Background: an optimization exercise with open tools, aiming at small area. Do not read the settings as production practice.
In this exercise RTL edits were held to simulation tests only and were not proved equivalent to the original.
No activity file was given, so power comes from the tool's default toggle rates.

oak:
==> flow/design.v (excerpt) <==
module koto_evt_ctrl(
  input  wire        clk,
  input  wire        reset,
  input  wire [15:0] din,
  input  wire [15:0] trig_in,
  input  wire [13:0] L1A_00, L1A_01, L1A_02, L1A_03,
  input  wire [13:0] L1A_04, L1A_05, L1A_06, L1A_07,
  input  wire [13:0] L1A_08, L1A_09, L1A_10, L1A_11,
  input  wire [13:0] L1A_12, L1A_13, L1A_14, L1A_15,
  input  wire        one_adc_finish_read,
  output wire [15:0] evt_rx_00, evt_rx_01, evt_rx_02, evt_rx_03,
  output wire [15:0] evt_rx_04, evt_rx_05, evt_rx_06, evt_rx_07,
  output wire [15:0] evt_rx_08, evt_rx_09, evt_rx_10, evt_rx_11,
  output wire [15:0] evt_rx_12, evt_rx_13, evt_rx_14, evt_rx_15,
  output wire        need_read,
  output wire        need_check,
  output wire [15:0] start_check,
  output wire        check_in_progress,
  output wire [1:0]  check_error,
  output wire [15:0] L1A_error,
  output wire        L1A_align,
  output wire        one_adc_finish_check,
  output wire [15:0] start_read,
  output wire [1:0]  tx_error,
  output wire [15:0] evt_tx
);
reg [15:0] rx [0:15];
reg        nr_prev_q;      
reg        up_prev_q;      
reg        tx_up_q;        
reg        rd_act_q;       
reg [3:0]  rd_idx_q;       
reg [15:0] tx_q;           
reg [1:0]  tx_err_q;
reg        ck_act_q;       
reg [3:0]  ck_idx_q;       
reg        ofc_q;          
reg        ck_err_q;       
reg        chk_err_q;      
wire [15:0] gt;
genvar gi, gb;
generate
  for (gi = 0; gi < 16; gi = gi + 1) begin : g_rx
    wire [16:0] cc;        
    wire [15:0] ic;        
    assign cc[0] = tx_up_q;
    for (gb = 0; gb < 16; gb = gb + 1) begin : g_b
      assign cc[gb+1] = (rx[gi][gb] & ~tx_q[gb]) | ((rx[gi][gb] | ~tx_q[gb]) & cc[gb]);
      if (gb == 0) begin : g_c0
        assign ic[gb] = din[gi];
      end else begin : g_cn
  ...
Settings: LEC_CHECK=0, CAP_MARGIN=0, CORE_AREA=4 4 198 198, DIE_AREA=0 0 202 202, GPL_TIMING_DRIVEN=0, SLEW_MARGIN=0; clock period 10.0 ns.
standard.sh (not shown) runs the stock make flow with config.mk's settings and CLKGATE_MAP_FILE= SYNTH_SCRIPT=/design/flow/synth_recipe.tcl, a recipe that flattens the netlist after the stock synthesis.
==> flow/flow/run.sh <==
#!/bin/bash
# Standard ORFS layout (standard.sh) with these changes:
#  * synthesis maps the logic with an area-oriented ABC script (flow/area.abc)
#    and without ha/fa extraction, through flow/synth_area.tcl, which otherwise
#    runs synth_recipe.tcl as is;
#  * the port buffers use the smallest buffer cell;
#  * the large buffers (buf_6 and up) are added to the platform's don't-use
#    list, so high-fanout nets get trees of small buffers;
#  * clock tree: clkbuf_8 buffers over clusters of up to 14 flip-flops,
#    without dummy loads.
# Each tool's output goes to standard.log; ORFS's own logs stay under orfs/logs.
set -euo pipefail
W=$(pwd)
export AREA_ABC_SCRIPT=$W/flow/area.abc
export FLOW_SYNTH_TCL=$W/synth_recipe.tcl
export BUFFER_PORTS_ARGS="-buffer_cell sky130_fd_sc_hd__buf_1"
export CTS_ARGS="-sink_clustering_enable -repair_clock_nets -dont_use_dummy_load -buf_list sky130_fd_sc_hd__clkbuf_8 -sink_clustering_size 14 -sink_clustering_max_diameter 45"
# the platform's don't-use cells, then the large buffers
DU="sky130_fd_sc_hd__probe_p_8 sky130_fd_sc_hd__probec_p_8 sky130_fd_sc_hd__lpflow_bleeder_1 sky130_fd_sc_hd__lpflow_clkbufkapwr_1 sky130_fd_sc_hd__lpflow_clkbufkapwr_16 sky130_fd_sc_hd__lpflow_clkbufkapwr_2 sky130_fd_sc_hd__lpflow_clkbufkapwr_4 sky130_fd_sc_hd__lpflow_clkbufkapwr_8 sky130_fd_sc_hd__lpflow_clkinvkapwr_1 sky130_fd_sc_hd__lpflow_clkinvkapwr_16 sky130_fd_sc_hd__lpflow_clkinvkapwr_2 sky130_fd_sc_hd__lpflow_clkinvkapwr_4 sky130_fd_sc_hd__lpflow_clkinvkapwr_8 sky130_fd_sc_hd__lpflow_decapkapwr_12 sky130_fd_sc_hd__lpflow_decapkapwr_3 sky130_fd_sc_hd__lpflow_decapkapwr_4 sky130_fd_sc_hd__lpflow_decapkapwr_6 sky130_fd_sc_hd__lpflow_decapkapwr_8 sky130_fd_sc_hd__lpflow_inputiso0n_1 sky130_fd_sc_hd__lpflow_inputiso0p_1 sky130_fd_sc_hd__lpflow_inputiso1n_1 sky130_fd_sc_hd__lpflow_inputiso1p_1 sky130_fd_sc_hd__lpflow_inputisolatch_1 sky130_fd_sc_hd__lpflow_isobufsrc_1 sky130_fd_sc_hd__lpflow_isobufsrc_16 sky130_fd_sc_hd__lpflow_isobufsrc_2 sky130_fd_sc_hd__lpflow_isobufsrc_4 sky130_fd_sc_hd__lpflow_isobufsrc_8 sky130_fd_sc_hd__lpflow_isobufsrckapwr_16 sky130_fd_sc_hd__lpflow_lsbuf_lh_hl_isowell_tap_1 sky130_fd_sc_hd__lpflow_lsbuf_lh_hl_isowell_tap_2 sky130_fd_sc_hd__lpflow_lsbuf_lh_hl_isowell_tap_4 sky130_fd_sc_hd__lpflow_lsbuf_lh_isowell_4 sky130_fd_sc_hd__lpflow_lsbuf_lh_isowell_tap_1 sky130_fd_sc_hd__lpflow_lsbuf_lh_isowell_tap_2 sky130_fd_sc_hd__lpflow_lsbuf_lh_isowell_tap_4 sky130_fd_sc_hd__buf_6 sky130_fd_sc_hd__buf_8 sky130_fd_sc_hd__buf_12 sky130_fd_sc_hd__buf_16 sky130_fd_sc_hd__bufbuf_8 sky130_fd_sc_hd__bufbuf_16"
sed "s|SYNTH_SCRIPT=[^ ]*|SYNTH_SCRIPT=$W/flow/synth_area.tcl|; s|\"\${@:-finish}\"|DONT_USE_CELLS=\"$DU\" \"\${@:-finish}\"|" standard.sh > standard_area.sh
grep -q "DONT_USE_CELLS=" standard_area.sh
grep -q "SYNTH_SCRIPT=$W/flow/synth_area.tcl" standard_area.sh
bash standard_area.sh > standard.log 2>&1
Other scripts of this flow, unchanged in this note and not shown: flow/flow/area.abc, flow/flow/synth_area.tcl
Relative to oak, the following input files were edited for pine:
Settings: SLEW_MARGIN: 0 -> 10; CAP_MARGIN: 0 -> 10.
==> flow/flow/run.sh <==
#!/bin/bash
# Standard ORFS layout (standard.sh) with these changes:
#  * synthesis maps the logic with an area-oriented ABC script (flow/area.abc)
#    and without ha/fa extraction, through flow/synth_area.tcl, which otherwise
#    runs synth_recipe.tcl as is;
#  * the port buffers use the smallest buffer cell;
#  * the large buffers (buf_6 and up) are added to the platform's don't-use
#    list, so high-fanout nets get trees of small buffers;
#  * clock tree: clkbuf_4 buffers over clusters of up to 9 flip-flops
#    (at most 50 um across), without dummy loads.
# Each tool's output goes to standard.log; ORFS's own logs stay under orfs/logs.
set -euo pipefail
W=$(pwd)
export AREA_ABC_SCRIPT=$W/flow/area.abc
export FLOW_SYNTH_TCL=$W/synth_recipe.tcl
export BUFFER_PORTS_ARGS="-buffer_cell sky130_fd_sc_hd__buf_1"
export CTS_ARGS="-sink_clustering_enable -repair_clock_nets -dont_use_dummy_load -buf_list sky130_fd_sc_hd__clkbuf_4 -sink_clustering_size 9 -sink_clustering_max_diameter 50"
# the platform's don't-use cells, then the large buffers
DU="sky130_fd_sc_hd__probe_p_8 sky130_fd_sc_hd__probec_p_8 sky130_fd_sc_hd__lpflow_bleeder_1 sky130_fd_sc_hd__lpflow_clkbufkapwr_1 sky130_fd_sc_hd__lpflow_clkbufkapwr_16 sky130_fd_sc_hd__lpflow_clkbufkapwr_2 sky130_fd_sc_hd__lpflow_clkbufkapwr_4 sky130_fd_sc_hd__lpflow_clkbufkapwr_8 sky130_fd_sc_hd__lpflow_clkinvkapwr_1 sky130_fd_sc_hd__lpflow_clkinvkapwr_16 sky130_fd_sc_hd__lpflow_clkinvkapwr_2 sky130_fd_sc_hd__lpflow_clkinvkapwr_4 sky130_fd_sc_hd__lpflow_clkinvkapwr_8 sky130_fd_sc_hd__lpflow_decapkapwr_12 sky130_fd_sc_hd__lpflow_decapkapwr_3 sky130_fd_sc_hd__lpflow_decapkapwr_4 sky130_fd_sc_hd__lpflow_decapkapwr_6 sky130_fd_sc_hd__lpflow_decapkapwr_8 sky130_fd_sc_hd__lpflow_inputiso0n_1 sky130_fd_sc_hd__lpflow_inputiso0p_1 sky130_fd_sc_hd__lpflow_inputiso1n_1 sky130_fd_sc_hd__lpflow_inputiso1p_1 sky130_fd_sc_hd__lpflow_inputisolatch_1 sky130_fd_sc_hd__lpflow_isobufsrc_1 sky130_fd_sc_hd__lpflow_isobufsrc_16 sky130_fd_sc_hd__lpflow_isobufsrc_2 sky130_fd_sc_hd__lpflow_isobufsrc_4 sky130_fd_sc_hd__lpflow_isobufsrc_8 sky130_fd_sc_hd__lpflow_isobufsrckapwr_16 sky130_fd_sc_hd__lpflow_lsbuf_lh_hl_isowell_tap_1 sky130_fd_sc_hd__lpflow_lsbuf_lh_hl_isowell_tap_2 sky130_fd_sc_hd__lpflow_lsbuf_lh_hl_isowell_tap_4 sky130_fd_sc_hd__lpflow_lsbuf_lh_isowell_4 sky130_fd_sc_hd__lpflow_lsbuf_lh_isowell_tap_1 sky130_fd_sc_hd__lpflow_lsbuf_lh_isowell_tap_2 sky130_fd_sc_hd__lpflow_lsbuf_lh_isowell_tap_4 sky130_fd_sc_hd__buf_6 sky130_fd_sc_hd__buf_8 sky130_fd_sc_hd__buf_12 sky130_fd_sc_hd__buf_16 sky130_fd_sc_hd__bufbuf_8 sky130_fd_sc_hd__bufbuf_16"
sed "s|SYNTH_SCRIPT=[^ ]*|SYNTH_SCRIPT=$W/flow/synth_area.tcl|; s|\"\${@:-finish}\"|DONT_USE_CELLS=\"$DU\" \"\${@:-finish}\"|" standard.sh > standard_area.sh
grep -q "DONT_USE_CELLS=" standard_area.sh
grep -q "SYNTH_SCRIPT=$W/flow/synth_area.tcl" standard_area.sh
bash standard_area.sh > standard.log 2>&1
Results
Insertion delay to the later sink of the worst-skew pair: lower on oak
Compared pine vs oak, and final worst-path cycle share is up in pine.
Comparing oak against pine, there is no change at all in number of hold buffers added after cts.
Summary of pine over oak: share of the final layout cell area in multi-input gates climbed 0.52 points, total via count in the routed design moved up, overall power after layout moved down.
oak has higher biggest cell delay along the critical path than pine.
Looking at part of the power in the clock network across oak and pine, the one that comes out lower is pine.


koto_evt_ctrl again, from the RTL that the note above started with.
## koto_evt_ctrl
module koto_evt_ctrl(
  input  wire        clk,
  input  wire        reset,
  input  wire [15:0] din,
  input  wire [15:0] trig_in,
  input  wire [13:0] L1A_00, L1A_01, L1A_02, L1A_03,
  input  wire [13:0] L1A_04, L1A_05, L1A_06, L1A_07,
  input  wire [13:0] L1A_08, L1A_09, L1A_10, L1A_11,
  input  wire [13:0] L1A_12, L1A_13, L1A_14, L1A_15,
  input  wire        one_adc_finish_read,
  output wire [15:0] evt_rx_00, evt_rx_01, evt_rx_02, evt_rx_03,
  output wire [15:0] evt_rx_04, evt_rx_05, evt_rx_06, evt_rx_07,
  output wire [15:0] evt_rx_08, evt_rx_09, evt_rx_10, evt_rx_11,
  output wire [15:0] evt_rx_12, evt_rx_13, evt_rx_14, evt_rx_15,
  output wire        need_read,
  output wire        need_check,
  output wire [15:0] start_check,
  output wire        check_in_progress,
  output wire [1:0]  check_error,
  output wire [15:0] L1A_error,
  output wire        L1A_align,
  output wire        one_adc_finish_check,
  output wire [15:0] start_read,
  output wire [1:0]  tx_error,
  output wire [15:0] evt_tx
);
Settings: LEC_CHECK=0, CAP_MARGIN=0, CORE_AREA=4 4 198 198, DIE_AREA=0 0 202 202, GPL_TIMING_DRIVEN=0, SLEW_MARGIN=0; clock period 10.0 ns.
==> flow/flow/run.sh <==
#!/bin/bash
# Standard ORFS layout (standard.sh) with these changes:
#  * synthesis maps the logic with an area-oriented ABC script (flow/area.abc)
#    and without ha/fa extraction, through flow/synth_area.tcl, which otherwise
#    runs synth_recipe.tcl as is;
#  * the port buffers, and the buffers synthesis puts on outputs driven by a
#    constant, use the smallest buffer cell;
#  * the large buffers (buf_6 and up) are added to the platform's don't-use
#    list, so high-fanout nets get trees of small buffers;
#  * clock tree: clkbuf_8 buffers over clusters of up to 12 flip-flops
#    (at most 50 um across), without dummy loads.
# Each tool's output goes to standard.log; ORFS's own logs stay under orfs/logs.
set -euo pipefail
W=$(pwd)
export AREA_ABC_SCRIPT=$W/flow/area.abc
export FLOW_SYNTH_TCL=$W/synth_recipe.tcl
export BUFFER_PORTS_ARGS="-buffer_cell sky130_fd_sc_hd__buf_1"
export CTS_ARGS="-sink_clustering_enable -repair_clock_nets -dont_use_dummy_load -buf_list sky130_fd_sc_hd__clkbuf_8 -sink_clustering_size 12 -sink_clustering_max_diameter 50"
# the platform's don't-use cells, then the large buffers
DU="sky130_fd_sc_hd__probe_p_8 sky130_fd_sc_hd__probec_p_8 sky130_fd_sc_hd__lpflow_bleeder_1 sky130_fd_sc_hd__lpflow_clkbufkapwr_1 sky130_fd_sc_hd__lpflow_clkbufkapwr_16 sky130_fd_sc_hd__lpflow_clkbufkapwr_2 sky130_fd_sc_hd__lpflow_clkbufkapwr_4 sky130_fd_sc_hd__lpflow_clkbufkapwr_8 sky130_fd_sc_hd__lpflow_clkinvkapwr_1 sky130_fd_sc_hd__lpflow_clkinvkapwr_16 sky130_fd_sc_hd__lpflow_clkinvkapwr_2 sky130_fd_sc_hd__lpflow_clkinvkapwr_4 sky130_fd_sc_hd__lpflow_clkinvkapwr_8 sky130_fd_sc_hd__lpflow_decapkapwr_12 sky130_fd_sc_hd__lpflow_decapkapwr_3 sky130_fd_sc_hd__lpflow_decapkapwr_4 sky130_fd_sc_hd__lpflow_decapkapwr_6 sky130_fd_sc_hd__lpflow_decapkapwr_8 sky130_fd_sc_hd__lpflow_inputiso0n_1 sky130_fd_sc_hd__lpflow_inputiso0p_1 sky130_fd_sc_hd__lpflow_inputiso1n_1 sky130_fd_sc_hd__lpflow_inputiso1p_1 sky130_fd_sc_hd__lpflow_inputisolatch_1 sky130_fd_sc_hd__lpflow_isobufsrc_1 sky130_fd_sc_hd__lpflow_isobufsrc_16 sky130_fd_sc_hd__lpflow_isobufsrc_2 sky130_fd_sc_hd__lpflow_isobufsrc_4 sky130_fd_sc_hd__lpflow_isobufsrc_8 sky130_fd_sc_hd__lpflow_isobufsrckapwr_16 sky130_fd_sc_hd__lpflow_lsbuf_lh_hl_isowell_tap_1 sky130_fd_sc_hd__lpflow_lsbuf_lh_hl_isowell_tap_2 sky130_fd_sc_hd__lpflow_lsbuf_lh_hl_isowell_tap_4 sky130_fd_sc_hd__lpflow_lsbuf_lh_isowell_4 sky130_fd_sc_hd__lpflow_lsbuf_lh_isowell_tap_1 sky130_fd_sc_hd__lpflow_lsbuf_lh_isowell_tap_2 sky130_fd_sc_hd__lpflow_lsbuf_lh_isowell_tap_4 sky130_fd_sc_hd__buf_6 sky130_fd_sc_hd__buf_8 sky130_fd_sc_hd__buf_12 sky130_fd_sc_hd__buf_16 sky130_fd_sc_hd__bufbuf_8 sky130_fd_sc_hd__bufbuf_16"
sed "s|SYNTH_SCRIPT=[^ ]*|SYNTH_SCRIPT=$W/flow/synth_area.tcl|; s|\"\${@:-finish}\"|DONT_USE_CELLS=\"$DU\" \"MIN_BUF_CELL_AND_PORTS=sky130_fd_sc_hd__buf_1 A X\" \"\${@:-finish}\"|" standard.sh > standard_area.sh
grep -q "DONT_USE_CELLS=" standard_area.sh
grep -q "MIN_BUF_CELL_AND_PORTS=" standard_area.sh
grep -q "SYNTH_SCRIPT=$W/flow/synth_area.tcl" standard_area.sh
bash standard_area.sh > standard.log 2>&1
Other scripts of this flow, unchanged in this note and not shown: flow/flow/area.abc, flow/flow/synth_area.tcl
The starting point ran to the end with violations: max-capacitance violations, max-slew violations.
Change:
==> flow/flow/run.sh (replaced) <==
#!/bin/bash
# Standard ORFS layout (standard.sh) with these changes:
#  * synthesis maps the logic with an area-oriented ABC script (flow/area.abc)
#    and without ha/fa extraction, through flow/synth_area.tcl, which otherwise
#    runs synth_recipe.tcl as is;
#  * the port buffers use the smallest buffer cell;
#  * the large buffers (buf_6 and up) are added to the platform's don't-use
#    list, so high-fanout nets get trees of small buffers;
#  * clock tree: clkbuf_4 buffers over clusters of up to 9 flip-flops
#    (at most 50 um across), without dummy loads.
# Each tool's output goes to standard.log; ORFS's own logs stay under orfs/logs.
set -euo pipefail
W=$(pwd)
export AREA_ABC_SCRIPT=$W/flow/area.abc
export FLOW_SYNTH_TCL=$W/synth_recipe.tcl
export BUFFER_PORTS_ARGS="-buffer_cell sky130_fd_sc_hd__buf_1"
export CTS_ARGS="-sink_clustering_enable -repair_clock_nets -dont_use_dummy_load -buf_list sky130_fd_sc_hd__clkbuf_4 -sink_clustering_size 9 -sink_clustering_max_diameter 50"
# the platform's don't-use cells, then the large buffers
DU="sky130_fd_sc_hd__probe_p_8 sky130_fd_sc_hd__probec_p_8 sky130_fd_sc_hd__lpflow_bleeder_1 sky130_fd_sc_hd__lpflow_clkbufkapwr_1 sky130_fd_sc_hd__lpflow_clkbufkapwr_16 sky130_fd_sc_hd__lpflow_clkbufkapwr_2 sky130_fd_sc_hd__lpflow_clkbufkapwr_4 sky130_fd_sc_hd__lpflow_clkbufkapwr_8 sky130_fd_sc_hd__lpflow_clkinvkapwr_1 sky130_fd_sc_hd__lpflow_clkinvkapwr_16 sky130_fd_sc_hd__lpflow_clkinvkapwr_2 sky130_fd_sc_hd__lpflow_clkinvkapwr_4 sky130_fd_sc_hd__lpflow_clkinvkapwr_8 sky130_fd_sc_hd__lpflow_decapkapwr_12 sky130_fd_sc_hd__lpflow_decapkapwr_3 sky130_fd_sc_hd__lpflow_decapkapwr_4 sky130_fd_sc_hd__lpflow_decapkapwr_6 sky130_fd_sc_hd__lpflow_decapkapwr_8 sky130_fd_sc_hd__lpflow_inputiso0n_1 sky130_fd_sc_hd__lpflow_inputiso0p_1 sky130_fd_sc_hd__lpflow_inputiso1n_1 sky130_fd_sc_hd__lpflow_inputiso1p_1 sky130_fd_sc_hd__lpflow_inputisolatch_1 sky130_fd_sc_hd__lpflow_isobufsrc_1 sky130_fd_sc_hd__lpflow_isobufsrc_16 sky130_fd_sc_hd__lpflow_isobufsrc_2 sky130_fd_sc_hd__lpflow_isobufsrc_4 sky130_fd_sc_hd__lpflow_isobufsrc_8 sky130_fd_sc_hd__lpflow_isobufsrckapwr_16 sky130_fd_sc_hd__lpflow_lsbuf_lh_hl_isowell_tap_1 sky130_fd_sc_hd__lpflow_lsbuf_lh_hl_isowell_tap_2 sky130_fd_sc_hd__lpflow_lsbuf_lh_hl_isowell_tap_4 sky130_fd_sc_hd__lpflow_lsbuf_lh_isowell_4 sky130_fd_sc_hd__lpflow_lsbuf_lh_isowell_tap_1 sky130_fd_sc_hd__lpflow_lsbuf_lh_isowell_tap_2 sky130_fd_sc_hd__lpflow_lsbuf_lh_isowell_tap_4 sky130_fd_sc_hd__buf_6 sky130_fd_sc_hd__buf_8 sky130_fd_sc_hd__buf_12 sky130_fd_sc_hd__buf_16 sky130_fd_sc_hd__bufbuf_8 sky130_fd_sc_hd__bufbuf_16"
sed "s|SYNTH_SCRIPT=[^ ]*|SYNTH_SCRIPT=$W/flow/synth_area.tcl|; s|\"\${@:-finish}\"|DONT_USE_CELLS=\"$DU\" \"\${@:-finish}\"|" standard.sh > standard_area.sh
grep -q "DONT_USE_CELLS=" standard_area.sh
grep -q "SYNTH_SCRIPT=$W/flow/synth_area.tcl" standard_area.sh
bash standard_area.sh > standard.log 2>&1
With this change the flow passed the timing, design-rule and antenna checks.
Synthesized area hardly moves.
Setup slack gets worse by 0.31 ns.
Utilization drops by 0.51 points.
Via count climbs by 0.54%.
Change:
--- a/flow/flow/run.sh
+++ b/flow/flow/run.sh
@@ -7,6 +7,6 @@
 #  * the large buffers (buf_6 and up) are added to the platform's don't-use
 #    list, so high-fanout nets get trees of small buffers;
-#  * clock tree: clkbuf_4 buffers over clusters of up to 9 flip-flops
-#    (at most 50 um across), without dummy loads.
+#  * clock tree: clkbuf_8 buffers over clusters of up to 14 flip-flops,
+#    without dummy loads.
 # Each tool's output goes to standard.log; ORFS's own logs stay under orfs/logs.
 set -euo pipefail
@@ -15,5 +15,5 @@
 export FLOW_SYNTH_TCL=$W/synth_recipe.tcl
 export BUFFER_PORTS_ARGS="-buffer_cell sky130_fd_sc_hd__buf_1"
-export CTS_ARGS="-sink_clustering_enable -repair_clock_nets -dont_use_dummy_load -buf_list sky130_fd_sc_hd__clkbuf_4 -sink_clustering_size 9 -sink_clustering_max_diameter 50"
+export CTS_ARGS="-sink_clustering_enable -repair_clock_nets -dont_use_dummy_load -buf_list sky130_fd_sc_hd__clkbuf_2 -sink_clustering_size 6 -sink_clustering_max_diameter 30"
 # the platform's don't-use cells, then the large buffers
 DU="sky130_fd_sc_hd__probe_p_8 sky130_fd_sc_hd__probec_p_8 sky130_fd_sc_hd__lpflow_bleeder_1 sky130_fd_sc_hd__lpflow_clkbufkapwr_1 sky130_fd_sc_hd__lpflow_clkbufkapwr_16 sky130_fd_sc_hd__lpflow_clkbufkapwr_2 sky130_fd_sc_hd__lpflow_clkbufkapwr_4 sky130_fd_sc_hd__lpflow_clkbufkapwr_8 sky130_fd_sc_hd__lpflow_clkinvkapwr_1 sky130_fd_sc_hd__lpflow_clkinvkapwr_16 sky130_fd_sc_hd__lpflow_clkinvkapwr_2 sky130_fd_sc_hd__lpflow_clkinvkapwr_4 sky130_fd_sc_hd__lpflow_clkinvkapwr_8 sky130_fd_sc_hd__lpflow_decapkapwr_12 sky130_fd_sc_hd__lpflow_decapkapwr_3 sky130_fd_sc_hd__lpflow_decapkapwr_4 sky130_fd_sc_hd__lpflow_decapkapwr_6 sky130_fd_sc_hd__lpflow_decapkapwr_8 sky130_fd_sc_hd__lpflow_inputiso0n_1 sky130_fd_sc_hd__lpflow_inputiso0p_1 sky130_fd_sc_hd__lpflow_inputiso1n_1 sky130_fd_sc_hd__lpflow_inputiso1p_1 sky130_fd_sc_hd__lpflow_inputisolatch_1 sky130_fd_sc_hd__lpflow_isobufsrc_1 sky130_fd_sc_hd__lpflow_isobufsrc_16 sky130_fd_sc_hd__lpflow_isobufsrc_2 sky130_fd_sc_hd__lpflow_isobufsrc_4 sky130_fd_sc_hd__lpflow_isobufsrc_8 sky130_fd_sc_hd__lpflow_isobufsrckapwr_16 sky130_fd_sc_hd__lpflow_lsbuf_lh_hl_isowell_tap_1 sky130_fd_sc_hd__lpflow_lsbuf_lh_hl_isowell_tap_2 sky130_fd_sc_hd__lpflow_lsbuf_lh_hl_isowell_tap_4 sky130_fd_sc_hd__lpflow_lsbuf_lh_isowell_4 sky130_fd_sc_hd__lpflow_lsbuf_lh_isowell_tap_1 sky130_fd_sc_hd__lpflow_lsbuf_lh_isowell_tap_2 sky130_fd_sc_hd__lpflow_lsbuf_lh_isowell_tap_4 sky130_fd_sc_hd__buf_6 sky130_fd_sc_hd__buf_8 sky130_fd_sc_hd__buf_12 sky130_fd_sc_hd__buf_16 sky130_fd_sc_hd__bufbuf_8 sky130_fd_sc_hd__bufbuf_16"
What happened:
- The changed run produced a clean layout
- final area rises slightly
- combinational power hardly moves
- cell count goes up slightly
- wire length rises slightly
- clock power grows by a little under a tenth
- worst setup slack degrades by 0.023 ns

port drivers added, routing unchanged:
The results above use ideal ports. As a check the final layouts listed here were re-extracted and re-timed, cells and wires unchanged.
Step 1: set_driving_cell puts a clkbuf_16 on clk and a buf_2 on each other input, an assumption about the parent block.
Step 2 moves the port delays by t, midway between the first and last clock arrival at a register: inputs arrive t later, outputs are due t later. That takes back most of the time a late clock gives input paths.
Three values: no drivers, after step 1, after step 2; two values: the first two.
run | shift t [ns] | setup WS [ns] | worst hold slack (ns)
oak | 0.596 | 1.896 / 1.845 / 1.998 | 0.468 / 0.468 / 0.468
pine | 0.733 | 1.799 / 1.749 / 2.055 | 0.475 / 0.475 / 0.475
the first run of note 2 | 0.583 | 2.054 / 2.002 / 2.155 | 0.473 / 0.473 / 0.473
the second run of note 2 | 0.700 | 1.740 / 1.691 / 2.021 | 0.466 / 0.466 / 0.466
the third run of note 2 | 0.869 | 1.717 / 1.669 / 2.142 | 0.466 / 0.466 / 0.466
